Source: an optimization exercise on an open RTL-to-GDS flow (aim: small area, a short achievable clock period and few clock cycles per item). Production flows keep margins and buffers that such runs may drop.
The RTL was checked by simulation tests, not by an equivalence proof against the original design.

==> flow/run.sh <==
#!/bin/bash
# synth_recipe.tcl (not shown) runs the flow's synth.tcl, then flattens the netlist and writes it again
# the make line also repeats each setting of config.mk as NAME=value (left out here)
make -C /OpenROAD-flow-scripts/flow DESIGN_CONFIG=/design/flow/config.mk WORK_HOME=/design/flow/orfs CLKGATE_MAP_FILE= SYNTH_SCRIPT=/design/flow/synth_recipe.tcl finish
==> flow/config.mk <==
export PLATFORM = sky130hd
export DESIGN_NAME = float_exp
export DESIGN_NICKNAME = float_exp
export VERILOG_FILES = /design/flow/design.v
export SDC_FILE = /design/flow/constraint.sdc
export NUM_CORES = 4
export LEC_CHECK = 0
export CAP_MARGIN = 20
export CORE_MARGIN = 2
export CORE_UTILIZATION = 40
export SLEW_MARGIN = 20
export SYNTH_MEMORY_MAX_BITS = 16384
==> flow/constraint.sdc <==
create_clock -name core_clock -period 9.5 [get_ports {CLK}]
set_input_delay 1.9000 -clock core_clock [delete_from_list [all_inputs] [get_ports {CLK}]]
set_output_delay 1.9000 -clock core_clock [all_outputs]
set_load 0.01 [all_outputs]
==> flow/LUT_neg103_88.mem <==
00000000000000000000000000000001
00000000000000000000000000000100
00000000000000000000000000001010
00000000000000000000000000011011
00000000000000000000000001001000
00000000000000000000000011000100
00000000000000000000001000010101
00000000000000000000010110101001
00000000000000000000111101100100
00000000000000000010100111010110
00000000000000000111000110111001
00000000000000010011010100100001
00000000000000110100100001001011
00000000000010001110110000101000
00000000000110000100000011111100
00000000010000011110110111000100
00000000101100110011011010000111
00000001011100111001001101100010
00000010001001011000011011100000
00000010111000001111100101101101
00000011100110001110001011001011
00000100010011111100101100100010
00000101000011010011010111010111
00000101101111111110110010111010
00000110100000100110110100100111
00000111001100010100010010010000
00000111111100001110111010010100
00001000101000111011101011110000
00001001010111101000100001001111
00001010000101110011100111111011
00001010110011011000100111000001
00001011100010111010110101111000
00001100001111011101011101110001
00001101000000010000001010111111
00001101101011110101100000000000
00001110011011100101000100011110
00001111001000011111001111111110
00001111110111000001110111111001
00010000100101011001010111000111
00010001010010110100111010100100
00010010000010100010100101011100
00010010101110111100011111110001
00010011011111110011100010001011
00010100001011010111000011001001
00010100111010111011101011101100
00010101101000000011000111111100
00010110010110011011101001011010
00010111000100111111011000100011
00010111110010010001100110111001
00011000100010001010100101110101
00011001001110011011111000101011
00011001111111000111001101100001
00011010101010111000111011011100
00011011011010010010101111101011
00011100000111100111010011011101
00011100110101110101110101011101
00011101100100100101101100000010
00011110010001101110101011110001
00011111000001110010110110111010
00011111101101111011101000001111
00100000011110011011010111101010
00100001001010011011001000101001
00100001111001101010010000000101
00100010100111001011110010010010
00100011010101010000011011110010
00100100000100001100010001010111
00100100110001001100001000111001
00100101100001011011011000011101
00100110001101011011101110001101
00100110111101110000000000001111
00100111101001111101101010100100
00101000011001000010001100101000
00101001000110110000100100001111
00101001110100101011011100000110
00101010100011110011001000010110
00101011010000101001111110000001
00101100000001000100001010010101
00101100101100111100001010010101
00101101011101000101000110111101
00101110001001100000100000111100
00101110111000011010100100111111
00101111100110010101101001000110
00110000010100000110110110000111
00110001000011011010010000110011
00110001110000001000001010111000
00110010100000101101001100010100
00110011001100011100111100011001
00110011111100011010101011011110
00110100101001000011101011100101
00110101010111110011011000111000
00110110000101111011000000101010
00110110110011100010101001100010
00110111100011000001101010100001
00111000001111100110101111001110
00111001000000010110011110010001
00111001101011111110000100001000
00111010011011110000101101011101
00111011001000100111001010010000
00111011110111001100100111111111
00111100100101100000101010101110
00111101010010111110110110000110
00111110000010101001010101010101
00111110101111000101101010110010
00111111100000000000000000000000
01000000001011011111100001010100
01000000111011000111001100100110
01000001101000001010111100101110
01000010010110100110010010000001
01000011000101000110100111000101
01000011110010011011011011100011
01000100100010010001010001000011
01000101001110100100111101010100
01000101111111010011100010101100
01000110101011000001010011101110
01000111011010011110001000100100
01001000000111101111000010110011
01001000110110000000010110101101
01001001100100101100110101100010
01001010010001111000011001100101
01001011000001111001011101011111
01001011101110000100100110100100
01001100011110100111100100010000
01001101001010100011011011001000
01001101111001110101100001000100
01001110100111010011011100010000
01001111010101011010110101101110
01010000000100010011010101111010
01010000110001010101101111111110
01010001100001100001111010011101
01010010001101100100100110010011
01010010111101111100000100011000
01010011101010000101110111010010
01010100011001001101010101110010
01010101000110111000001000111000
01010101110100110101101110110011
01010110100011111010000111111110
01010111010000110011011110011010
01011000000001001010100111110001
01011000101101000100111100010001
01011001011101010001000010101101
01011010001001101000100111111110
01011010111000100101100110011010
01011011100110011101001000011111
01011100010100010001000001101010
01011101000011100001001011100100
01011101110000010001100100101011
01011110100000110011100101010010
01011111001100100101101000001110
01011111111100100110011110111011
01100000101001001011101100111110
01100001010111111110010010101001
01100010000110000010011010110101
01100010110011101100101110000001
01100011100011001000100000011111
01100100001111110000000010011110
01100101000000011100110010110011
01100101101100000110101001111011
01100110011011111100011000101101
01100111001000101111000110000100
01100111110111010111011010001011
01101000100101100111111111110000
01101001010011001000110011100101
01101010000010110000000110100011
01101010101111001110110111100101
01101011100000000110010000001000
01101100001011101000000001001010
01101100111011010010101111101111
01101101101000010010110011000001
01101110010110110000111100101110
01101111000101001101110111000001
01101111110010100101010010000111
01110000100010010111111101100100
01110001001110101110000011101110
01110001111111011111111010010001
01110010101011001001101101101010
01110011011010101001100011101100
01110100000111110110110011101001
01110100110110001010111001111111
01110101100100110100000000011100
01110110010010000010001001010100
01110111000010000000000101010110
01110111101110001101100110101010
01111000011110110011110011001111
01111001001010101011101111001110
01111001111010000000110100010001
01111010100111011011000111101101
01111011010101100101010001101011
01111100000100011010011011110101
01111100110001011111011000111011
01111101100001101000011101101101
01111110001101101101100000001001
01111110111110001000001010110111
==> flow/design.v <==
module float_exp(
	CLK,
	rst,					 
	load, 				 
	input_ready,		 
	output_ready,		 
	FLOAT32_IN, 		 
	FLOAT32_OUT 		 
);
	input         CLK, rst, load;
	output        input_ready, output_ready;
	input  [31:0] FLOAT32_IN;
	output [31:0] FLOAT32_OUT;
	wire          start = 1'b1;
	wire          load_success;
	wire   [2:0]  D_state;
	wire   [25:0] D_FIX_taylor_output, D_e, D_x, D_taylor_3, D_taylor_2, D_taylor_1;
	wire   [25:0] IN_A, stage_0_E;
	wire   [31:0] stage_0_FLOAT32_OUT;
	wire stage_1_start;
	input_process_stage my_stage_0( 
		.CLK(CLK),
		.rst(rst),
		.FLOAT32_IN(FLOAT32_IN),				 
		.FLOAT32_OUT(stage_0_FLOAT32_OUT),   
		.A(IN_A), 	  								 
		.E(stage_0_E),           				 
		.next_stage_start(stage_1_start),	 
		.load(load), 								 
		.start(start), 							 
		.input_ready(input_ready),  			 
		.load_success(load_success),
		.d_state(D_state)
	);
	assign D_x = IN_A;
	wire         stage_1_mul_ss, stage_1_add_ss, stage_1_output_ready, stage_1_is_pass, stage_1_mul_ss_en, stage_1_add_ss_en;
	wire  [25:0] stage_1_output;
	wire  [25:0] stage_1_E;
	wire  [31:0] stage_1_FLOAT32_OUT;
	taylor_stage_1_control my_control_1( 
		.CLK(CLK),
		.start(stage_1_start),
		.rst(rst),
		.output_ready(stage_1_output_ready),
		.mul_ss(stage_1_mul_ss),
		.add_ss(stage_1_add_ss),
		.mul_ss_en(stage_1_mul_ss_en),
		.add_ss_en(stage_1_add_ss_en)
	);
	taylor_stage_1 my_stage_1( 			
		.CLK(CLK),
		.IN_A(IN_A),  
		.OUT(stage_1_output),
		.mul_ss(stage_1_mul_ss),
		.add_ss(stage_1_add_ss),
		.mul_ss_en(stage_1_mul_ss_en),
		.add_ss_en(stage_1_add_ss_en)
	);
	reg [25:0] reg_stage1_stage2;
	reg        reg_stage2_start;
	reg [25:0] reg_stage_1_E;
	reg [25:0] reg_stage_1_A;
	reg [31:0] reg_stage_1_FLOAT32_OUT; 
	assign D_taylor_1 = reg_stage1_stage2;
	always @ (posedge CLK) begin
		if(stage_1_output_ready) begin
			reg_stage_1_A <= IN_A;
			reg_stage_1_E <= stage_0_E;
			reg_stage_1_FLOAT32_OUT <= stage_0_FLOAT32_OUT;
			end
		end
	always @ (posedge CLK) begin
		if(stage_1_output_ready) begin
			reg_stage1_stage2 <= stage_1_output;
			reg_stage2_start <= 1'b1;
			end
		else begin
			reg_stage1_stage2 <= 26'd0;
			reg_stage2_start <= 1'b0;
			end
		end
	wire stage_2_mul_ss, stage_2_add_ss, stage_2_output_ready, stage_2_mul_ss_en, stage_2_add_ss_en;
	wire [25:0] stage_2_output;
	taylor_stage_2_control my_control_2( 
		.CLK(CLK),
		.start(reg_stage2_start),
		.rst(rst),
		.output_ready(stage_2_output_ready),
		.mul_ss(stage_2_mul_ss),
		.add_ss(stage_2_add_ss),
		.mul_ss_en(stage_2_mul_ss_en),
		.add_ss_en(stage_2_add_ss_en)
	);
	taylor_stage_2 my_stage_2( 
		.CLK(CLK),
		.IN_A(reg_stage_1_A),  
		.IN_B(reg_stage1_stage2), 
		.OUT(stage_2_output),
		.mul_ss(stage_2_mul_ss),
		.add_ss(stage_2_add_ss),
		.mul_ss_en(stage_2_mul_ss_en),
		.add_ss_en(stage_2_add_ss_en)
	);
	reg [25:0] reg_stage2_stage3;
	reg        reg_stage3_start;
	reg [25:0] reg_stage_2_E;
	reg [25:0] reg_stage_2_A;
	reg [31:0] reg_stage_2_FLOAT32_OUT;
	assign D_taylor_2 = reg_stage2_stage3;
	always @ (posedge CLK) begin
		if(reg_stage2_start) begin
			reg_stage_2_E <= reg_stage_1_E;
			reg_stage_2_FLOAT32_OUT <= reg_stage_1_FLOAT32_OUT;
		end
	end
	always @ (posedge CLK) begin
		if(stage_2_output_ready) begin
			reg_stage_2_A <= reg_stage_1_A;
			reg_stage2_stage3 <= stage_2_output;
			reg_stage3_start <= 1'b1;
		end
		else begin
			reg_stage2_stage3 <= 26'd0;
			reg_stage3_start <= 1'b0;
		end
	end
	wire stage_3_mul_ss, stage_3_output_ready, stage_3_mul_ss_en, stage_3_add_ss_en;
	wire [25:0] stage_3_output;
	taylor_stage_3_control my_control_3( 
		.CLK(CLK),
		.start(reg_stage3_start),
		.rst(rst),
		.output_ready(stage_3_output_ready),
		.mul_ss(stage_3_mul_ss),
		.mul_ss_en(stage_3_mul_ss_en),
		.add_ss_en(stage_3_add_ss_en)
	);
	taylor_stage_3 my_stage_3( 
		.CLK(CLK),
		.IN_A(reg_stage_2_A),  
		.IN_B(reg_stage2_stage3), 
		.OUT(stage_3_output),
		.mul_ss(stage_3_mul_ss),
		.mul_ss_en(stage_3_mul_ss_en),
		.add_ss_en(stage_3_add_ss_en)
	);
	reg [25:0] reg_stage3_stage4;
	reg        reg_stage4_start;
	reg [25:0] reg_stage_3_E;
	reg [31:0] reg_stage_3_FLOAT32_OUT;
	assign D_taylor_3 = reg_stage3_stage4;
	always @ (posedge CLK) begin
		if(reg_stage3_start) begin
			reg_stage_3_E <= reg_stage_2_E;
			reg_stage_3_FLOAT32_OUT <= reg_stage_2_FLOAT32_OUT;
		end
	end
	always @ (posedge CLK) begin
		if(stage_3_output_ready) begin
			reg_stage3_stage4 <= stage_3_output;
			reg_stage4_start <= 1'b1;
		end
		else begin
			reg_stage3_stage4 <= 26'd0;
			reg_stage4_start <= 1'b0;
			end
	end
	assign D_e = reg_stage_3_E;
	output_process_stage my_stage_5( 
		.CLK(CLK),
		.start(reg_stage4_start),
		.rst(rst),
		.FIXED_taylor_input(reg_stage3_stage4),
		.FIXED_e_input(reg_stage_3_E),
		.FLOAT_e_input(reg_stage_3_FLOAT32_OUT),
		.FLOAT_result_output(FLOAT32_OUT),
		.output_ready(output_ready),
		.D_taylor_output(D_FIX_taylor_output)
	);
endmodule
module input_process_stage( 
	CLK,
	rst,
	FLOAT32_IN,
	FLOAT32_OUT, 			 
	A, 			 			 
	E,           			 
	next_stage_start,
	load,  					 
	load_success,
	start, 					 
	input_ready,
	d_state,
	D_FLOAT32_OUT,
	D_A,
	D_E,
	D_int,
	D_frac
);
	input CLK, rst, load, start;
	input [31:0] FLOAT32_IN;
	output input_ready, next_stage_start, load_success;
	output [31:0] FLOAT32_OUT;
	output [25:0] A, E;
	output [7:0] D_int;
	output [22:0] D_frac;
	output [31:0] D_FLOAT32_OUT;
	output [25:0] D_A, D_E;
	output [2:0] d_state;
	wire float32tofix_reg_en, float32_a_reg_en, fixed_reg_en, output_ready;
	stage_0_control my_control( 
		.d_state(d_state),
		.CLK(CLK),
		.start(start),
		.rst(rst),
		.input_ready(input_ready),
		.float32tofix_reg_en(float32tofix_reg_en),
		.float32_a_reg_en(float32_a_reg_en),
		.fixed_reg_en(fixed_reg_en),
		.output_ready(output_ready),
		.load_input(load),
		.load_success(load_success)
	);
	stage_0 my_stage(  
		.CLK(CLK),
		.FLOAT32_IN(FLOAT32_IN),
		.FLOAT32_OUT(FLOAT32_OUT),  
		.A(A), 			 				 
		.E(E),           				 
		.load(load),
		.start(start),
		.float32tofix_reg_en(float32tofix_reg_en),
		.float32_a_reg_en(float32_a_reg_en),
		.fixed_reg_en(fixed_reg_en),
		.output_ready(output_ready),
		.next_stage_start(next_stage_start),
		.D_FLOAT32_OUT(D_FLOAT32_OUT),
		.D_A(D_A),
		.D_E(D_E),
		.D_int(D_int),
		.D_frac(D_frac)
	);
endmodule
module stage_0(  
	CLK,
	FLOAT32_IN,
	FLOAT32_OUT,  
	A, 			  
	E,            
	next_stage_start,
	load,
	start,
	float32tofix_reg_en,
	float32_a_reg_en,
	fixed_reg_en,
	output_ready,
	D_FLOAT32_OUT,
	D_A,
	D_E,
	D_int,
	D_frac
);
	input CLK, load, start, float32tofix_reg_en, float32_a_reg_en, fixed_reg_en, output_ready;
	input [31:0] FLOAT32_IN;
	output next_stage_start;
	output reg [31:0] FLOAT32_OUT;
	output reg [25:0] A, E;
	output [7:0] D_int;
	output [22:0] D_frac;
	output [31:0] D_FLOAT32_OUT;
	output [25:0] D_A, D_E;
	reg [31:0] reg_input;
	always @ (posedge CLK) begin 
		if(load) 
			reg_input <= FLOAT32_IN;
	end
	wire [7:0] _int;
	wire [22:0] frac;
 	float32tofix my_float32tofix(
		.IN_FLOAT32(reg_input),  
		.OUT_frac(frac),  
		.OUT_int(_int)  
	);
	assign D_int = _int;
	assign D_frac = frac;
	reg [7:0] int_;
	reg [22:0] frac_;
	always @ (posedge CLK) begin
		if(float32tofix_reg_en) begin
			int_ <= _int;
			frac_ <= frac;
		end
	end
	wire [31:0] float32_A;
	LUT_89_88 my_LUT_1( 
		.IN_FIXED_INT(int_),  
		.OUT_FLOAT32(float32_A)
	);
	wire [25:0] fixed_a, fixed_e;
	LUT_0_1 my_LUT_2(
		.IN_frac(frac_),
		.IN_int(3'd0),
		.OUT_frac(fixed_e[22:0]),
		.OUT_int(fixed_e[25:23]),
		.OUT_a_frac(fixed_a[22:0]),
		.OUT_a_int(fixed_a[25:23])
	);
	assign D_A = fixed_a;
	assign D_E = fixed_e;
	reg [25:0] fixed_e_out, fixed_a_out;
	always @ (posedge CLK) begin
		if(fixed_reg_en) begin
			fixed_e_out <= fixed_e;
			fixed_a_out <= fixed_a;
		end
	end
	reg [31:0] float32_88_89_reg;
	assign D_FLOAT32_OUT = float32_88_89_reg;
	always @ (posedge CLK) begin
		if(float32_a_reg_en)
			float32_88_89_reg <= float32_A;
	end
	wire [25:0] neg_a;
	wire [25:0] add_output;
	assign neg_a = ~fixed_a_out + 26'd1;
	adder my_adder_( 
		.IN_FRAC_1(neg_a[22:0]),
		.IN_INT_1(neg_a[25:23]),
		.IN_FRAC_2(frac_),
		.IN_INT_2(3'd0),
		.OUT_FRAC(add_output[22:0]),
		.OUT_INT(add_output[25:23])
	);
	reg stage_1_start;
	always  @ (posedge CLK) begin
		if(output_ready) begin
			stage_1_start <= 1'b1;
			A <= add_output;
			E <= fixed_e_out;
			FLOAT32_OUT <= float32_88_89_reg;
		end else begin
			stage_1_start <= 1'b0;
		end
	end
	assign next_stage_start = stage_1_start;  
endmodule
module stage_0_control( 
	CLK,
	start,
	rst,
	input_ready,
	float32tofix_reg_en,
	float32_a_reg_en,
	fixed_reg_en,
	output_ready,
	load_input,
	load_success,
	d_state
);
	parameter state_convert = 0;
	parameter state_LUT_1 = 1;
	parameter state_LUT_2 = 2;
	parameter state_cal_a = 3;
	parameter state_rst = 4;
	parameter state_error = 5;
	input start, rst, CLK, load_input;
	output input_ready;
	output reg load_success;
	output reg float32tofix_reg_en, float32_a_reg_en, fixed_reg_en, output_ready;
	output [2:0] d_state;
	reg [2:0] state;
	assign d_state = state;
	always @ (posedge CLK) begin
		if(rst)
			load_success <= 0;
		else if( load_input && (state == state_convert ||state == state_LUT_1 || state == state_LUT_2 || state == state_cal_a || state == state_rst) && !rst)
			load_success <= 1;
		else if(state == state_convert)
			load_success <= 0;
	end
	assign input_ready = (state == state_convert) ? 1'b1 : !load_success;
	always @ (posedge CLK) begin
		if(rst) 
			state <= state_rst;
		else if(state == state_rst && load_success && start)
			state <= state_convert;
		else if(state == state_convert)
			state <= state_LUT_1;
		else if(state == state_LUT_1)
			state <= state_LUT_2;
		else if(state == state_LUT_2)
			state <= state_cal_a;
		else if(state == state_cal_a && load_success)
			state <= state_convert;
		else 
			state <= state_rst;
	end
	always @* begin
		float32tofix_reg_en = 0;
		float32_a_reg_en = 0; 
		fixed_reg_en = 0;
		output_ready = 0;
		case(state)
			state_convert : begin 
								 float32tofix_reg_en = 1;
								 end
			state_LUT_1   : begin
								 float32_a_reg_en = 1;
								 end
			state_LUT_2   : begin
								 fixed_reg_en = 1;
								 end
			state_cal_a   : begin
								 output_ready = 1;
								 end
			default: begin
								  output_ready = 0;
						end
		endcase
	end
endmodule
module float32tofix(
	IN_FLOAT32,  
	overflow,
	OUT_frac,  
	OUT_int  
);
	parameter num_of_int = 8;  
	parameter num_of_frac = 23;  
	input [31:0] IN_FLOAT32;
	output overflow;
	output [num_of_frac - 1:0] OUT_frac; 
	output [num_of_int -1:0] OUT_int; 
	wire [num_of_frac + num_of_int - 1:0] TMP_1;
	wire [num_of_frac + num_of_int - 1:0] TMP_2;
	wire [num_of_frac + num_of_int - 1:0] FIX;
	wire [7:0] E;
	assign TMP_1 = {1'b1, IN_FLOAT32[22:0]};  
	assign E = IN_FLOAT32[30:23] - 8'd127;  
	assign {overflow, TMP_2} = ($signed(E) > 8'sd0)?(TMP_1 << (E)):(TMP_1 >> (8'd0 - E));
	assign FIX = (IN_FLOAT32[31])?(~TMP_2 + 26'd1  ):TMP_2; 
	assign OUT_frac = FIX[num_of_frac - 1:0]; 
	assign OUT_int = FIX[num_of_frac + num_of_int - 1:num_of_frac];
endmodule
module LUT_89_88( 
	IN_FIXED_INT,  
	OUT_FLOAT32
);
	parameter num_of_int = 8;
	reg [31:0] memory [0:191];
	initial
		$readmemb("LUT_neg103_88.mem", memory);
	input [num_of_int - 1:0] IN_FIXED_INT;
	output [31:0] OUT_FLOAT32;
	wire [7:0] index = IN_FIXED_INT + 8'd103;  
	assign OUT_FLOAT32 = (index <= 8'd191) ? memory[index] :  
								($signed(IN_FIXED_INT) >= 8'sd0) ? {1'b0, 8'hff, 23'd0} : 32'd0;  
endmodule
module LUT_0_1(
	IN_frac,
	IN_int,
	OUT_frac,
	OUT_int,
	OUT_a_frac,
	OUT_a_int
);
	parameter num_of_int = 3;
	parameter num_of_frac = 23;
	input [num_of_frac - 1:0] IN_frac; 
	input [num_of_int -1:0] IN_int; 
	output [num_of_frac - 1:0] OUT_frac; 
	output [num_of_int -1:0] OUT_int; 
	output [num_of_frac - 1:0] OUT_a_frac; 
	output [num_of_int -1:0] OUT_a_int; 
	wire [num_of_int + num_of_frac - 1:0] OUT;
	reg	[num_of_int + num_of_frac - 1:0]	Imem [0:2**8 - 1];
	initial
		$readmemb ("LUT_1_0.mem", Imem);
	assign OUT = Imem[IN_frac[(num_of_frac - 1)-:8]];
	assign OUT_frac = (IN_int == 0 && IN_frac[(num_of_frac - 1)-:8] == 8'd0)?
							23'd0:OUT[22-:23];
	assign OUT_int = (IN_int == 0 && IN_frac[(num_of_frac - 1)-:8] == 8'd0)?
							3'd1:OUT[(num_of_int + num_of_frac - 1)-:3];
	assign OUT_a_int = IN_int;
	assign OUT_a_frac = {IN_frac[(num_of_frac - 1)-:8], 15'd0};
endmodule
module adder ( 
	IN_FRAC_1,
	IN_INT_1,
	IN_FRAC_2,
	IN_INT_2,
	OUT_FRAC,
	OUT_INT
);
	parameter num_of_int = 3;  
	parameter num_of_frac = 23;  
	input [num_of_int - 1:0] IN_INT_1;
	input [num_of_int - 1:0] IN_INT_2;
	input [num_of_frac - 1:0] IN_FRAC_1;
	input [num_of_frac - 1:0] IN_FRAC_2;
	output [num_of_int - 1:0] OUT_INT;
	output [num_of_frac - 1:0] OUT_FRAC;
	assign {OUT_INT, OUT_FRAC} = {IN_INT_1, IN_FRAC_1} + {IN_INT_2, IN_FRAC_2};
endmodule
module multiplier ( 
	IN_FRAC_1,
	IN_INT_1,
	IN_FRAC_2,
	IN_INT_2,
	OUT_FRAC,
	OUT_INT
);
	parameter num_of_int = 32;  
	parameter num_of_frac = 23;  
	input [num_of_int - 1:0] IN_INT_1;
	input [num_of_int - 1:0] IN_INT_2;
	input [num_of_frac - 1:0] IN_FRAC_1;
	input [num_of_frac - 1:0] IN_FRAC_2;
	output [num_of_int - 1:0] OUT_INT;
	output [num_of_frac - 1:0] OUT_FRAC;
	wire [(num_of_int + num_of_frac) * 2 - 1:0] result;
	assign result = {IN_INT_1, IN_FRAC_1} * {IN_INT_2, IN_FRAC_2};
	assign OUT_INT = result[(num_of_frac * 2)+:num_of_int];   
	assign OUT_FRAC = result[(num_of_frac * 2 - 1)-:num_of_frac];
endmodule	
module taylor_stage_1( 
	CLK,
	IN_A,  
	OUT,
	mul_ss,
	add_ss,
	mul_ss_en,
	add_ss_en
);
	input CLK, mul_ss, add_ss, mul_ss_en, add_ss_en;
	input [25:0] IN_A;
	output [25:0] OUT;
	wire [25:0] mul_port_B;
	wire [25:0] add_port_B;
	wire [25:0] mul_out, add_out;
	reg [25:0] reg_mul, reg_add;
	assign mul_port_B = (mul_ss) ? 26'b00000000000010110110000010   : reg_add;
	multiplier my_mul( 
		.IN_FRAC_1(IN_A[22:0]),
		.IN_INT_1(IN_A[25:23]),
		.IN_FRAC_2(mul_port_B[22:0]),
		.IN_INT_2(mul_port_B[25:23]),
		.OUT_FRAC(mul_out[22:0]),
		.OUT_INT(mul_out[25:23])
	);
	assign add_port_B = (add_ss) ? 26'b00000000010001000100010001  : 26'b00000001010101010101010101 ;
   adder my_add( 
		.IN_FRAC_1(reg_mul[22:0]),
		.IN_INT_1(reg_mul[25:23]),
		.IN_FRAC_2(add_port_B[22:0]),
		.IN_INT_2(add_port_B[25:23]),
		.OUT_FRAC(add_out[22:0]),
		.OUT_INT(add_out[25:23])
	);
	always @ (posedge CLK) begin
		if(add_ss_en)
			reg_add <= add_out;
		else if(mul_ss_en)
			reg_mul <= mul_out;
		end
	assign OUT = add_out;	
endmodule
module taylor_stage_1_control( 
	CLK,
	start,
	rst,
	output_ready,
	mul_ss,
	add_ss,
	mul_ss_en,
	add_ss_en
);
	input start, rst, CLK;
	output reg output_ready, mul_ss, add_ss, mul_ss_en, add_ss_en;
	reg [1:0] state;
	always @ (posedge CLK) begin
		if(rst)
			state <= 2'd0;
		else if (start && state == 2'd0) 
			state <= 2'd1;
		else if(state >= 2'd1)
			state <= state + 2'd1;
	end
	always @* begin
		output_ready = 0;
		mul_ss = 0;
		add_ss = 0;
		mul_ss_en = 0;
		add_ss_en = 0;
		case(state)
			2'd0 : begin 
					 mul_ss = 1;
					 mul_ss_en = 1;
					 end
			2'd1 : begin
					 add_ss = 1;
					 add_ss_en = 1;
					 end
			2'd2 : begin 
					 mul_ss = 0;
					 mul_ss_en = 1;
					 end
			2'd3 : begin
						add_ss = 0; 
						add_ss_en = 1;
						output_ready = 1;
					 end
			default: begin
							output_ready = 0;
							mul_ss = 0;
						end
		endcase
	end
endmodule
module taylor_stage_2( 
	CLK,
	IN_A,  
	IN_B, 
	OUT,
	mul_ss,
	add_ss,
	mul_ss_en,
	add_ss_en
);
	input CLK, mul_ss, add_ss, mul_ss_en, add_ss_en;
	input [25:0] IN_A, IN_B;
	output [25:0] OUT;
	wire [25:0] mul_port_B;
	wire [25:0] add_port_B;
	wire [25:0] mul_out, add_out;
	reg [25:0] reg_mul, reg_add;
	assign mul_port_B = (mul_ss) ? IN_B : reg_add;
	multiplier my_mul( 
		.IN_FRAC_1(IN_A[22:0]),
		.IN_INT_1(IN_A[25:23]),
		.IN_FRAC_2(mul_port_B[22:0]),
		.IN_INT_2(mul_port_B[25:23]),
		.OUT_FRAC(mul_out[22:0]),
		.OUT_INT(mul_out[25:23])
	);
	assign add_port_B = (add_ss) ? 26'b00010000000000000000000000  : 26'b00000101010101010101010101 ;
   adder my_add( 
		.IN_FRAC_1(reg_mul[22:0]),
		.IN_INT_1(reg_mul[25:23]),
		.IN_FRAC_2(add_port_B[22:0]),
		.IN_INT_2(add_port_B[25:23]),
		.OUT_FRAC(add_out[22:0]),
		.OUT_INT(add_out[25:23])
	);
	always @ (posedge CLK) begin
		if(mul_ss_en)
			reg_mul <= mul_out;
		else if(add_ss_en)
			reg_add <= add_out;
		end
	assign OUT = add_out;	
endmodule
module taylor_stage_2_control( 
	CLK,
	rst,
	start,
	output_ready,
	mul_ss,
	add_ss,
	mul_ss_en,
	add_ss_en
);
	input start, rst, CLK;
	output reg output_ready, mul_ss, add_ss, mul_ss_en, add_ss_en;
	reg [1:0] state;
	always @ (posedge CLK) begin
		if(rst)
			state <= 2'd0;
		else if (start) 
			state <= 2'd1;
		else if(state >= 2'd1)
			state <= state + 2'd1;
	end
	always @* begin
		output_ready = 0;
		mul_ss = 0;
		add_ss = 0;
		mul_ss_en = 0;
		add_ss_en = 0;
		case(state)
			2'd0 : begin
					 mul_ss = 1;
					 mul_ss_en = 1;
					 end
			2'd1 : begin
					 add_ss = 0;
					 add_ss_en = 1;
					 end
			2'd2 : begin
					 mul_ss = 0;
					 mul_ss_en = 1;
					 end
			2'd3 : begin
						add_ss = 1; 
						output_ready = 1;
						add_ss_en = 1;
					 end
			default: begin
							output_ready = 0;
							mul_ss = 0;
						end
		endcase
	end
endmodule
module taylor_stage_3( 
	CLK,
	IN_A,  
	IN_B, 
	OUT,
	mul_ss,
	add_ss,
	mul_ss_en,
	add_ss_en
);
	input CLK, mul_ss, add_ss, mul_ss_en, add_ss_en;
	input [25:0] IN_A, IN_B;
	output [25:0] OUT;
	wire [25:0] mul_port_B;
	wire [25:0] add_port_B;
	wire [25:0] mul_out, add_out;
	reg [25:0] reg_mul, reg_add;
	assign mul_port_B = (mul_ss) ? IN_B : reg_add;
	multiplier my_mul( 
		.IN_FRAC_1(IN_A[22:0]),
		.IN_INT_1(IN_A[25:23]),
		.IN_FRAC_2(mul_port_B[22:0]),
		.IN_INT_2(mul_port_B[25:23]),
		.OUT_FRAC(mul_out[22:0]),
		.OUT_INT(mul_out[25:23])
	);
	assign add_port_B = 26'b00100000000000000000000000;  
   adder my_add( 
		.IN_FRAC_1(reg_mul[22:0]),
		.IN_INT_1(reg_mul[25:23]),
		.IN_FRAC_2(add_port_B[22:0]),
		.IN_INT_2(add_port_B[25:23]),
		.OUT_FRAC(add_out[22:0]),
		.OUT_INT(add_out[25:23])
	);
	always @ (posedge CLK) begin
		if(mul_ss_en)
			reg_mul <= mul_out;
		else if(add_ss_en)
			reg_add <= add_out;
		end
	assign OUT = add_out;	
endmodule
	module taylor_stage_3_control( 
	CLK,
	rst,
	start,
	ready,
	output_ready,
	mul_ss,
	mul_ss_en,
	add_ss_en
);
	input start, rst, CLK;
	output reg ready, output_ready, mul_ss, mul_ss_en, add_ss_en;
	reg [1:0] state;
	always @ (posedge CLK) begin
		if(rst)
			state <= 2'd0;
		else if (start) 
			state <= 2'd1;
		else if(state >= 2'd1)
			state <= state + 2'd1;
	end
	always @* begin
		ready = 0;
		output_ready = 0;
		mul_ss = 0;
		mul_ss_en = 0;
		add_ss_en = 0;
		case(state)
			2'd0 : begin
					 mul_ss = 1;
					 mul_ss_en = 1;
					 end
			2'd1 : add_ss_en  = 1; 
			2'd2 : begin
					 mul_ss = 0;
					 mul_ss_en = 1;
					 end
			2'd3 : begin
						ready = 1;
						output_ready = 1;
					 end
			default: begin
							ready = 0;
							output_ready = 0;
							mul_ss = 0;
						end
		endcase
	end
endmodule
module output_process_stage( 
	CLK,
	start,
	rst,
	FIXED_taylor_input,
	FIXED_e_input,
	FLOAT_e_input,
	FLOAT_result_output,
	output_ready,
	D_taylor_output
);
	input CLK, start, rst;
	input [25:0] FIXED_taylor_input, FIXED_e_input;
	input [31:0] FLOAT_e_input;
	output [31:0] FLOAT_result_output;
	output [25:0] 	D_taylor_output;
	output output_ready;
	wire reg_mul_output_en, reg_fixtofloat_output_en, reg_binary_mul_output_en, output_oe;
	stage_5_control my_control( 
		.CLK(CLK),
		.start(start),
		.rst(rst),
		.reg_mul_output_en(reg_mul_output_en),
		.reg_fixtofloat_output_en(reg_fixtofloat_output_en),
		.reg_binary_mul_output_en(reg_binary_mul_output_en),
		.output_oe(output_oe)
	);
	stage_5 my_datapath( 
		.CLK(CLK),
		.FIXED_taylor_input(FIXED_taylor_input),
		.FIXED_e_input(FIXED_e_input),
		.FLOAT_e_input(FLOAT_e_input),
		.FLOAT_result_output(FLOAT_result_output),
		.reg_mul_output_en(reg_mul_output_en),
		.reg_fixtofloat_output_en(reg_fixtofloat_output_en),
		.reg_binary_mul_output_en(reg_binary_mul_output_en),
		.output_oe(output_oe),
		.reg_output_oe(output_ready),
		.D_taylor_output(D_taylor_output)
);
endmodule 
module stage_5( 
	CLK,
	FIXED_taylor_input,
	FIXED_e_input,
	FLOAT_e_input,
	FLOAT_result_output,
	reg_output_oe,
	reg_mul_output_en,
	reg_fixtofloat_output_en,
	reg_binary_mul_output_en,
	output_oe,
	D_taylor_output
);
	input CLK, reg_mul_output_en, reg_fixtofloat_output_en, reg_binary_mul_output_en, output_oe;
	input [25:0] FIXED_taylor_input, FIXED_e_input;
	input [31:0] FLOAT_e_input;
	output [31:0] FLOAT_result_output;
	output [25:0] D_taylor_output;
	wire [25:0] mul_output;
	multiplier my_mul( 
		.IN_FRAC_1(FIXED_e_input[22:0]),
		.IN_INT_1(FIXED_e_input[25:23]),
		.IN_FRAC_2(FIXED_taylor_input[22:0]),
		.IN_INT_2(FIXED_taylor_input[25:23]),
		.OUT_FRAC(mul_output[22:0]),
		.OUT_INT(mul_output[25:23])
	);
	assign D_taylor_output = reg_mul_output;
	reg [25:0] reg_mul_output;
	reg [31:0] reg_FLOAT_e_input;
	always @ (posedge CLK)
		if(reg_mul_output_en) begin
			reg_mul_output <= mul_output;
			reg_FLOAT_e_input <= FLOAT_e_input;
			end
	wire [31:0] fixtofloat_output;
	fixedtofloat32 my_fixtofloat(
		.IN_FRAC(reg_mul_output[22:0]),  
		.IN_INT(reg_mul_output[25:23]),  
		.OUT_FLOAT32(fixtofloat_output)  
	);
	reg [31:0] reg_fixtofloat_output;
	always @ (posedge CLK)
		if(reg_fixtofloat_output_en)
			reg_fixtofloat_output <= fixtofloat_output;
	wire [31:0] float_mul_output;
	FP_MUL my_float_mul(
		.CLK(CLK), 
		.reg_en(reg_binary_mul_output_en),
		.A(reg_fixtofloat_output),  
		.B(reg_FLOAT_e_input),  
		.OUT(float_mul_output)  
	);
	reg [31:0] result;
	output reg reg_output_oe;
	always @ (posedge CLK) begin
		if(output_oe) begin
			result <= float_mul_output;
			reg_output_oe <= 1'b1;
			end 
		else begin
			result <= 32'd0;
			reg_output_oe <= 1'b0;
			end 
	end
	assign FLOAT_result_output = result;
endmodule
module stage_5_control( 
	CLK,
	start,
	rst,
	reg_mul_output_en,
	reg_fixtofloat_output_en,
	reg_binary_mul_output_en,
	output_oe
);
	input start, rst, CLK;
	output reg reg_mul_output_en, reg_fixtofloat_output_en, reg_binary_mul_output_en, output_oe;
	reg [1:0] state;
	always @ (posedge CLK) begin
		if(rst)
			state <= 2'd0;
		else if (start && state == 2'd0) 
			state <= 2'd1;
		else if(state >= 2'd1)
			state <= state + 2'd1;
	end
	always @* begin
		reg_mul_output_en = 0;
		reg_fixtofloat_output_en = 0;
		reg_binary_mul_output_en = 0;
		output_oe = 0;
		case(state)
			2'd0 : reg_mul_output_en = 1;
			2'd1 : reg_fixtofloat_output_en = 1;
			2'd2 : reg_binary_mul_output_en = 1;
			2'd3 : output_oe = 1;
			default: output_oe  = 0;
		endcase
	end
endmodule
module fixedtofloat32(
	IN_FRAC,  
	IN_INT,  
	OUT_FLOAT32  
);
	parameter num_of_int = 3;
	parameter num_of_frac = 23;
	input [num_of_int - 1:0] IN_INT;
	input [num_of_frac - 1:0] IN_FRAC;
	output [31:0] OUT_FLOAT32;
	wire [7:0] E;
	wire [(num_of_frac + num_of_int) - 1:0] TMP;
	assign TMP = (OUT_FLOAT32[31])?({~IN_INT, ~IN_FRAC} + 26'd1):{IN_INT, IN_FRAC};  
	assign OUT_FLOAT32[31]   = ($signed(IN_INT) < 3'sd0)?1'b1:1'b0; 
	assign OUT_FLOAT32[30-:8]   = E + 8'd127; 
	assign {E, OUT_FLOAT32[22:0]} =  (TMP[25])?{8'sd2, TMP[24-:23]}:
												(TMP[24])?{8'sd1, TMP[23-:23]}:
												(TMP[23])?{8'sd0, TMP[22-:23]}:
												(TMP[22])?{-8'sd1, {TMP[21:0], 1'd0}}:
												(TMP[21])?{-8'sd2, {TMP[20:0], 2'd0}}:
												(TMP[20])?{-8'sd3, {TMP[19:0], 3'd0}}:
												(TMP[19])?{-8'sd4, {TMP[18:0], 4'd0}}:
												(TMP[18])?{-8'sd5, {TMP[17:0], 5'd0}}:
												(TMP[17])?{-8'sd6, {TMP[16:0], 6'd0}}:
												(TMP[16])?{-8'sd7, {TMP[15:0], 7'd0}}:
												(TMP[15])?{-8'sd8, {TMP[14:0], 8'd0}}:
												(TMP[14])?{-8'sd9, {TMP[13:0], 9'd0}}:
												(TMP[13])?{-8'sd10, {TMP[12:0], 10'd0}}:
												(TMP[12])?{-8'sd11, {TMP[11:0], 11'd0}}:
												(TMP[11])?{-8'sd12, {TMP[10:0], 12'd0}}:
												(TMP[10])?{-8'sd13, {TMP[9:0], 13'd0}}:
												(TMP[9])?{-8'sd14, {TMP[8:0], 14'd0}}:
												(TMP[8])?{-8'sd15, {TMP[7:0], 15'd0}}:
												(TMP[7])?{-8'sd16, {TMP[6:0], 16'd0}}:
												(TMP[6])?{-8'sd17, {TMP[5:0], 17'd0}}:
												(TMP[6])?{-8'sd18, {TMP[4:0], 18'd0}}:
												(TMP[4])?{-8'sd19, {TMP[3:0], 19'd0}}:
												(TMP[3])?{-8'sd20, {TMP[2:0], 20'd0}}:
												(TMP[2])?{-8'sd21, {TMP[1:0], 21'd0}}:
												(TMP[1])?{-8'sd22, {TMP[0], 22'd0}}:
												(TMP[0])?{-8'sd23, 23'd0}:{-8'sd127, 23'd0};
endmodule
module FP_MUL(
	CLK, 
	reg_en,
	A,  
	B,  
	OUT  
);
	input CLK, reg_en;
	input      [31:0] A, B; 
	output     [31:0] OUT;
	wire       [31:0] RESULT;
	wire       [23:0] a_m, b_m, a_m_1, b_m_1, z_m, z_m_1, z_m_2, z_m_3;
	wire       [9:0] a_e, tmp_a_e, tmp_b_e, b_e, a_e_1, b_e_1, z_e, z_e_1, z_e_2, z_e_3, z_e_4;
	wire       [49:0] product;
	wire       z_s, guard, round_bit, sticky, guard_1, round_bit_1, sticky_1, guard_2, round_bit_2, sticky_2;
	assign     a_m[22:0] = A[22:0];
   assign     b_m[22:0] = B[22:0];
	assign     tmp_a_e = A[30:23] - 10'd127;
	assign     tmp_b_e = B[30:23] - 10'd127;
   assign     {a_m[23] , a_e} = ($signed(tmp_a_e) == -127) ? {1'b0, -10'sd126} : {1'b1, tmp_a_e};
   assign     {b_m[23] , b_e} = ($signed(tmp_b_e) == -127) ? {1'b0, -10'sd126} : {1'b1, tmp_b_e};
	assign OUT = (((A[31:23] == {1'b0, 8'hff}) && A[22:0] != 0) || ((B[31:23] == {1'b0, 8'hff}) && B[22:0] != 0  )) ? {1'b0, 8'hff, 1'b1, 22'd0} :  
					 ((A[30-:8] == 8'hff && A[22:0] == 0) || (B[30-:8] == 8'hff && B[22:0] == 0)  ) ? {z_s, 8'hff, 23'd0} :  
					 ((A == 0) || (B == 0)) ? {32'd0} :  
					 RESULT; 
   assign a_m_1          = (!a_m[23]) ? a_m << 1 : a_m;
	assign a_e_1          = (!a_m[23]) ? a_e - 10'd1 : a_e;
	assign b_m_1          = (!b_m[23]) ? b_m << 1 : b_m;
	assign b_e_1          = (!b_m[23]) ? b_e - 10'd1 : b_e;
	assign z_s = A[31] ^ B[31];
	assign z_e = a_e_1 + b_e_1 + 10'd1;
	assign product = a_m_1 * b_m_1 * 4;
	reg [49:0] tmp_product;
	reg [9:0] tmp_z_e;
	reg tmp_z_s;
	always @ (posedge CLK) begin
		if(reg_en) begin
			tmp_product <= product;
			tmp_z_e <= z_e;
			tmp_z_s <= z_s;
		end
	end
	assign z_m = tmp_product[49:26];
	assign guard = tmp_product[25];
	assign sticky = (tmp_product[23:0] != 0);
	assign round_bit = tmp_product[24];
	assign z_e_1       = (z_m[23] == 0) ? tmp_z_e - 10'd1 : tmp_z_e;
	assign z_m_1       = (z_m[23] == 0) ? (z_m << 1) + guard : z_m;
	assign guard_1     = (z_m[23] == 0) ? tmp_product[24] : guard;
	assign round_bit_1 = (z_m[23] == 0) ? 1'b0 : round_bit;
	assign z_e_2       = ($signed(z_e_1) < -126) ? z_e_1 + 10'd1 : z_e_1;
	assign z_m_2       = ($signed(z_e_1) < -126) ? z_m_1 >> 1 : z_m_1;
	assign guard_2     = ($signed(z_e_1) < -126) ? z_m_1[0] : guard_1;
	assign round_bit_2 = ($signed(z_e_1) < -126) ? guard_1 : round_bit_1;
	assign sticky_1    = ($signed(z_e_1) < -126) ? sticky | round_bit_1 : sticky;
	assign z_m_3       = (guard_2 && (round_bit_2 | sticky_1 | z_m_2[0])) ? z_m_2 + 24'd1 : z_m_2;
	assign z_e_3       = (guard_2 && (round_bit_2 | sticky_1 | z_m_2[0]) && z_m_2 == 24'hffffff) ? z_e_2 + 10'd1 : z_e_2;
	assign z_e_4       = z_e_3[7:0] + 8'd127;
	assign RESULT = ($signed(z_e_3) == -10'sd126 && z_m_3[23] == 1'b0) ? {tmp_z_s, 8'h00, z_m_3[22:0]} :
					    ($signed(z_e_3) > 10'sd127 ) ? {tmp_z_s, 8'hff, 23'd0}   : 
							{tmp_z_s, z_e_4[7:0], z_m_3[22:0]};
endmodule
==> flow/LUT_1_0.mem <==
01010110111111000010101000
00100000001000000001000000
00100000010000000100000000
00100000011000001001000010
00100000100000010000000101
00100000101000011001001010
00100000110000100100010010
00100000111000110001011100
00100001000001000000101011
00100001001001010001111101
00100001010001100101010100
00100001011001111010110000
00100001100010010010010001
00100001101010101011111001
00100001110011000111100111
00100001111011100101011101
00100010000100000101011010
00100010001100100111100000
00100010010101001011101110
00100010011101110010000110
00100010100110011010100111
00100010101111000101010011
00100010110111110010001010
00100011000000100001001101
00100011001001010010011011
00100011010010000101110110
00100011011010111011011110
00100011100011110011010100
00100011101100101101011000
00100011110101101001101011
00100011111110101000001101
00100100000111101000111111
00100100010000101100000010
00100100011001110001010101
00100100100010111000111011
00100100101100000010110010
00100100110101001110111100
00100100111110011101011010
00100101000111101110001011
00100101010001000001010001
00100101011010010110101100
00100101100011101110011100
00100101101101001000100011
00100101110110100101000001
00100110000000000011110110
00100110001001100101000011
00100110010011001000101001
00100110011100101110101000
00100110100110010111000000
00100110110000000001110011
00100110111001101111000001
00100111000011011110101011
00100111001101010000110001
00100111010111000101010100
00100111100000111100010100
00100111101010110101110010
00100111110100110001101111
00100111111110110000001011
00101000001000110001000111
00101000010010110100100100
00101000011100111010100010
00101000100111000011000001
00101000110001001110000011
00101000111011011011101001
00101001000101101011110001
00101001001111111110011111
00101001011010010011110001
00101001100100101011101001
00101001101111000110000111
00101001111001100011001100
00101010000100000010111001
00101010001110100101001110
00101010011001001010001100
00101010100011110001110011
00101010101110011100000101
00101010111001001001000001
00101011000011111000101001
00101011001110101010111110
00101011011001011111111111
00101011100100010111101110
00101011101111010010001011
00101011111010001111010111
00101100000101001111010011
00101100010000010001111111
00101100011011010111011100
00101100100110011111101011
00101100110001101010101100
00101100111100111000100001
00101101001000001001001001
00101101010011011100100110
00101101011110110010110111
00101101101010001011111111
00101101110101100111111110
00101110000001000110110011
00101110001100101000100001
00101110011000001101001000
00101110100011110100101000
00101110101111011111000011
00101110111011001100011000
00101111000110111100101001
00101111010010101111110110
00101111011110100110000001
00101111101010011111001010
00101111110110011011010001
00110000000010011010011000
00110000001110011100011110
00110000011010100001100110
00110000100110101001101111
00110000110010110100111011
00110000111111000011001010
00110001001011010100011101
00110001010111101000110101
00110001100100000000010010
00110001110000011010110101
00110001111100111000011111
00110010001001011001010010
00110010010101111101001100
00110010100010100100010000
00110010101111001110011111
00110010111011111011111000
00110011001000101100011101
00110011010101100000001110
00110011100010010111001101
00110011101111010001011010
00110011111100001110110110
00110100001001001111100010
00110100010110010011011110
00110100100011011010101100
00110100110000100101001100
00110100111101110010111111
00110101001011000100000110
00110101011000011000100001
00110101100101110000010010
00110101110011001011011010
00110110000000101001111000
00110110001110001011101111
00110110011011110000111110
00110110101001011001101000
00110110110111000101101011
00110111000100110101001011
00110111010010101000000110
00110111100000011110011111
00110111101110011000010110
00110111111100010101101100
00111000001010010110100001
00111000011000011010110111
00111000100110100010101111
00111000110100101110001001
00111001000010111101000110
00111001010001001111101000
00111001011111100101101110
00111001101101111111011011
00111001111100011100101110
00111010001010111101101001
00111010011001100010001101
00111010101000001010011011
00111010110110110110010011
00111011000101100101110110
00111011010100011001000110
00111011100011010000000011
00111011110010001010101110
00111100000001001001001001
00111100010000001011010011
00111100011111010001001111
00111100101110011010111100
00111100111101101000011101
00111101001100111001110001
00111101011100001110111010
00111101101011100111111001
00111101111011000100101110
00111110001010100101011011
00111110011010001010000001
00111110101001110010100001
00111110111001011110111011
00111111001001001111010000
00111111011001000011100011
00111111101000111011110011
00111111111000111000000001
01000000001000111000001111
01000000011000111100011101
01000000101001000100101101
01000000111001010001000000
01000001001001100001010110
01000001011001110101110001
01000001101010001110010010
01000001111010101010111001
01000010001011001011100111
01000010011011110000011111
01000010101100011001100000
01000010111101000110101100
01000011001101111000000100
01000011011110101101101000
01000011101111100111011011
01000100000000100101011100
01000100010001100111101110
01000100100010101110010001
01000100110011111001000101
01000101000101001000001101
01000101010110011011101010
01000101100111110011011100
01000101111001001111100100
01000110001010110000000100
01000110011100010100111100
01000110101101111110001111
01000110111111101011111100
01000111010001011110000101
01000111100011010100101011
01000111110101001111110000
01001000000111001111010011
01001000011001010011011000
01001000101011011011111110
01001000111101101001000110
01001001001111111010110010
01001001100010010001000100
01001001110100101011111011
01001010000111001011011010
01001010011001101111100001
01001010101100011000010010
01001010111111000101101110
01001011010001110111110110
01001011100100101110101010
01001011110111101010001101
01001100001010101010100000
01001100011101101111100011
01001100110000111001011000
01001101000100001000000000
01001101010111011011011100
01001101101010110011101110
01001101111110010000110111
01001110010001110010110111
01001110100101011001110000
01001110111001000101100100
01001111001100110110010100
01001111100000101100000000
01001111110100100110101010
01010000001000100110010100
01010000011100101010111110
01010000110000110100101010
01010001000101000011011000
01010001011001010111001100
01010001101101110000000100
01010010000010001110000100
01010010010110110001001100
01010010101011011001011101
01010011000000000110111001
01010011010100111001100001
01010011101001110001010110
01010011111110101110011010
01010100010011110000101110
01010100101000111000010011
01010100111110000101001011
01010101010011010111010110
01010101101000101110110111
01010101111110001011101110
01010110010011101101111101
01010110101001010101100101
==> out/qor.yml <==
run_status:
  status: "no timing/DRC/antenna violations"
clock_network:
  insertion_delay_ps: 860
  cts_tree: "yes"
  clk_pin_slew_worst_paths_ps: 60
  hold_buffers: 0
  cts.sinks: 860
  clockBufferDepth: 4
  htree_levels: 3
  cts_buffers: 99
  ctsRootBufferMaster: "clkbuf_16"
sta:
  finalCritPeriodShare: 0.957
  timing.final.ws_setup_ps: 405
  finalMaxSlewViolations: 0
  tightest_slew_ps: 1250
  period_needed_ps: 9090
  setup_violations: 0
  skew_ps: 78.2
  rsz0062_at_grt: "yes"
  relSlewSlack: 0.165
  fmax_ghz: 0.110
  hold_violations: 0
setup_path:
  path_class: "reg2reg"
  slowest_delay_ps: 590
  slowest_stage: "mux2_1"
  crit_path_frequent_cell: "fa_1"
  setup.worst_path.start_class: "flop"
  crit_arrival_ps: 9630
  worstPathMaxFanout: 43
  cp.required_ps: 10040
  crit_path_end_kind: "flop"
detailed_routing:
  drc: 0
  num_vias: 119345
  ant_nets: 0
  drt_wl_total_um: 498000
  post_drt_wl_per_cell_um: 23.2
  viasPerCell: 5.56
  first_pass_iters: 7
  dr.first_iter.drc_count: 11425
placement:
  finalWeightedCongestion: 1.00
  dpl_worst_slack_ps: -319
  port_buffers: 68
  dp_hpwl_um: 384000
global_routing:
  grt_use_total: 0.261
  grt_pass1_vias: 124260
  gr-total-overflow: 0
  grt_max_degree: 154
  grt_pass1_wl_um: 769000
  antenna_found_initial: 25
floorplan:
  ioPinCount: 69
  core_um2: 378000
  rows: 226
  die_w_um: 620
  start_util: 0.401
  die-area_um2: 384000
  die_y_um: 620
logic_synthesis:
  synth.top_cell.area_share: 0.362
  netlist_area_um2: 152000
  syn-mean-instance-area_um2: 9.09
  synth-seq-cells: 860
  synth_top_area_cell: "fa_1"
  synth-edff-count: 733
  syn_inst: 16671
  yosys_warnings: 26
  synthArstFlopShare: 0
  yosysSeqAreaShare: 0.162
  ys_types: 95
  synth_fp_nets: 20418
  ys_top_cells_by_area: "fa_1 36%, edfxtp_1 15%, ha_1 8.0%, inv_1 7.1%, nand2_1 6.4%"
  synthFlopType: "edfxtp_1"
finish:
  nNetsFinal: 20114
  top_register: "my_stage_5.my_datapath.my_float_mul.tmp_product"
  largest_reg_flops: 48
  final_cell_mix: "2847 x inv_1, 2745 x fa_1, 2569 x nand2_1"
  mostFrequentLayoutCell: "inv_1"
  drive_gt1_frac: 0.0601
  syn2layout_area_growth_pct: 7.56
worst_hold_path:
  hold_path.class: "reg2reg"
run:
  cap_violations: 0
==> per-layer routing <==
metal | track usage | wire (um) | up-vias
met5 | 0 | 65 | -
met4 | 0.0973 | 21300 | 10
met3 | 0.0472 | 43100 | 1156
met2 | 0.412 | 224000 | 5428
met1 | 0.358 | 210000 | 60527
li1 | - | - | 52224
==> area by class of cell <==
class,count,area [um^2]
timing repair buffer,620,5100
antenna,8,20.0
fill,37136,215000
clock buffer,120,2660
clock inverter,60,714
sequential,860,24600
tap,5016,6280
inverter,2856,10700
multi-input combinational,11930,113000
==> cells in the mapped netlist (120+ instances only) <==
cell type,instances
xnor2_1,259
o21ai_0,526
o211ai_1,131
and2_1,831
clkbuf_1,894
nand2_1,2575
a211oi_1,129
a31oi_1,128
dfxtp_1,127
inv_1,2850
fa_1,2745
ha_1,967
nor2b_1,365
xor2_1,130
mux2i_1,120
a21oi_1,549
nand3_1,208
edfxtp_1,733
nor2_1,841
nor3_1,175
==> cells by family after synthesis <==
family          Yosys count  share of synthesized area
buf+inv                3881                     0.0964
xor+xnor                389                     0.0225
mux                     232                     0.0181
simple gates           5357                      0.163
fa+ha+maj              3713                      0.442
compound gates         2239                     0.0958
flops                   860                      0.162
==> stage by stage <==
stage / hold WS (ps) / utilization / setup TNS (ps) / instance area [um^2] / instances
floorplan: 400 / - / 0 / 152000 / 16671
global route: 404 / 0.431 / -65.2 / 163000 / 21462
CTS: 381 / 0.430 / 0 / 163000 / 21453
finish: 384 / 0.431 / 0 / 163000 / 21470
detailed placement: 405 / 0.421 / -713 / 159000 / 21273
global placement: 400 / 0.421 / -532 / 159000 / 21273
==> worst max-delay path, delay by kind of cell, from the launching register on <==
family,cells,cell delay (ps)
buf+inv,6,740
simple gates,9,1590
flops,1,410
compound gates,7,1440
xor+xnor,2,340
mux,1,590
fa+ha+maj,9,3690
==> path summary, 6_finish.rpt <==
kind | from | slack, ps | endpoint | cells after the start
max | my_stage_5.my_datapath.reg_fixtofloat_output[24] | 410 | flop | 34
min reg2reg | reg_stage_3_FLOAT32_OUT[30] | 380 | my_stage_5.my_datapath.reg_FLOAT_e_input[30] | 0
min | reg_stage_3_FLOAT32_OUT[30] | 380 | my_stage_5.my_datapath.reg_FLOAT_e_input[30] | 0
max reg2reg | my_stage_5.my_datapath.reg_fixtofloat_output[24] | 410 | flop | 34
==> repair_timing <==
action                                  CTS  global route
endpoints found under the setup margin    4            24
setup buffers                             0             8
gates resized for setup                   2            60
pin swaps                                 0             7
Testbench counts, summed over its fixed seeds: cycles 8,344, items 2,048.

-- what the ideal ports hide --
Ports are ideal in the flow. The routed layout listed here was re-timed in OpenROAD.
Step 1 sets driving cells, clkbuf_16 on the clock port and buf_2 on the other inputs (assumed; they add their load-dependent delay and slew).
Step 2 adds t to the input delays and takes it off the output delays; t is the mean of the earliest and latest rising clock arrival at the registers after step 1. Input paths then give back, and output paths get back, about the clock's delay inside the block.
a / b / c = ideal ports / drivers / drivers and shift; a / b = the first two.
shift t [ns]: 0.923
setup WS [ns]: 0.405 / 0.405 / 0.405
slew at the worst register clock pin (ns): 0.08 / 0.08
worst slew at a driven data input, ns: 0.04
cell pins on the clock port's net: 1
After both steps this run still meets setup and hold. The setup slack of this run moves by 0.000 ns with the drivers and by 0.000 ns with both steps.
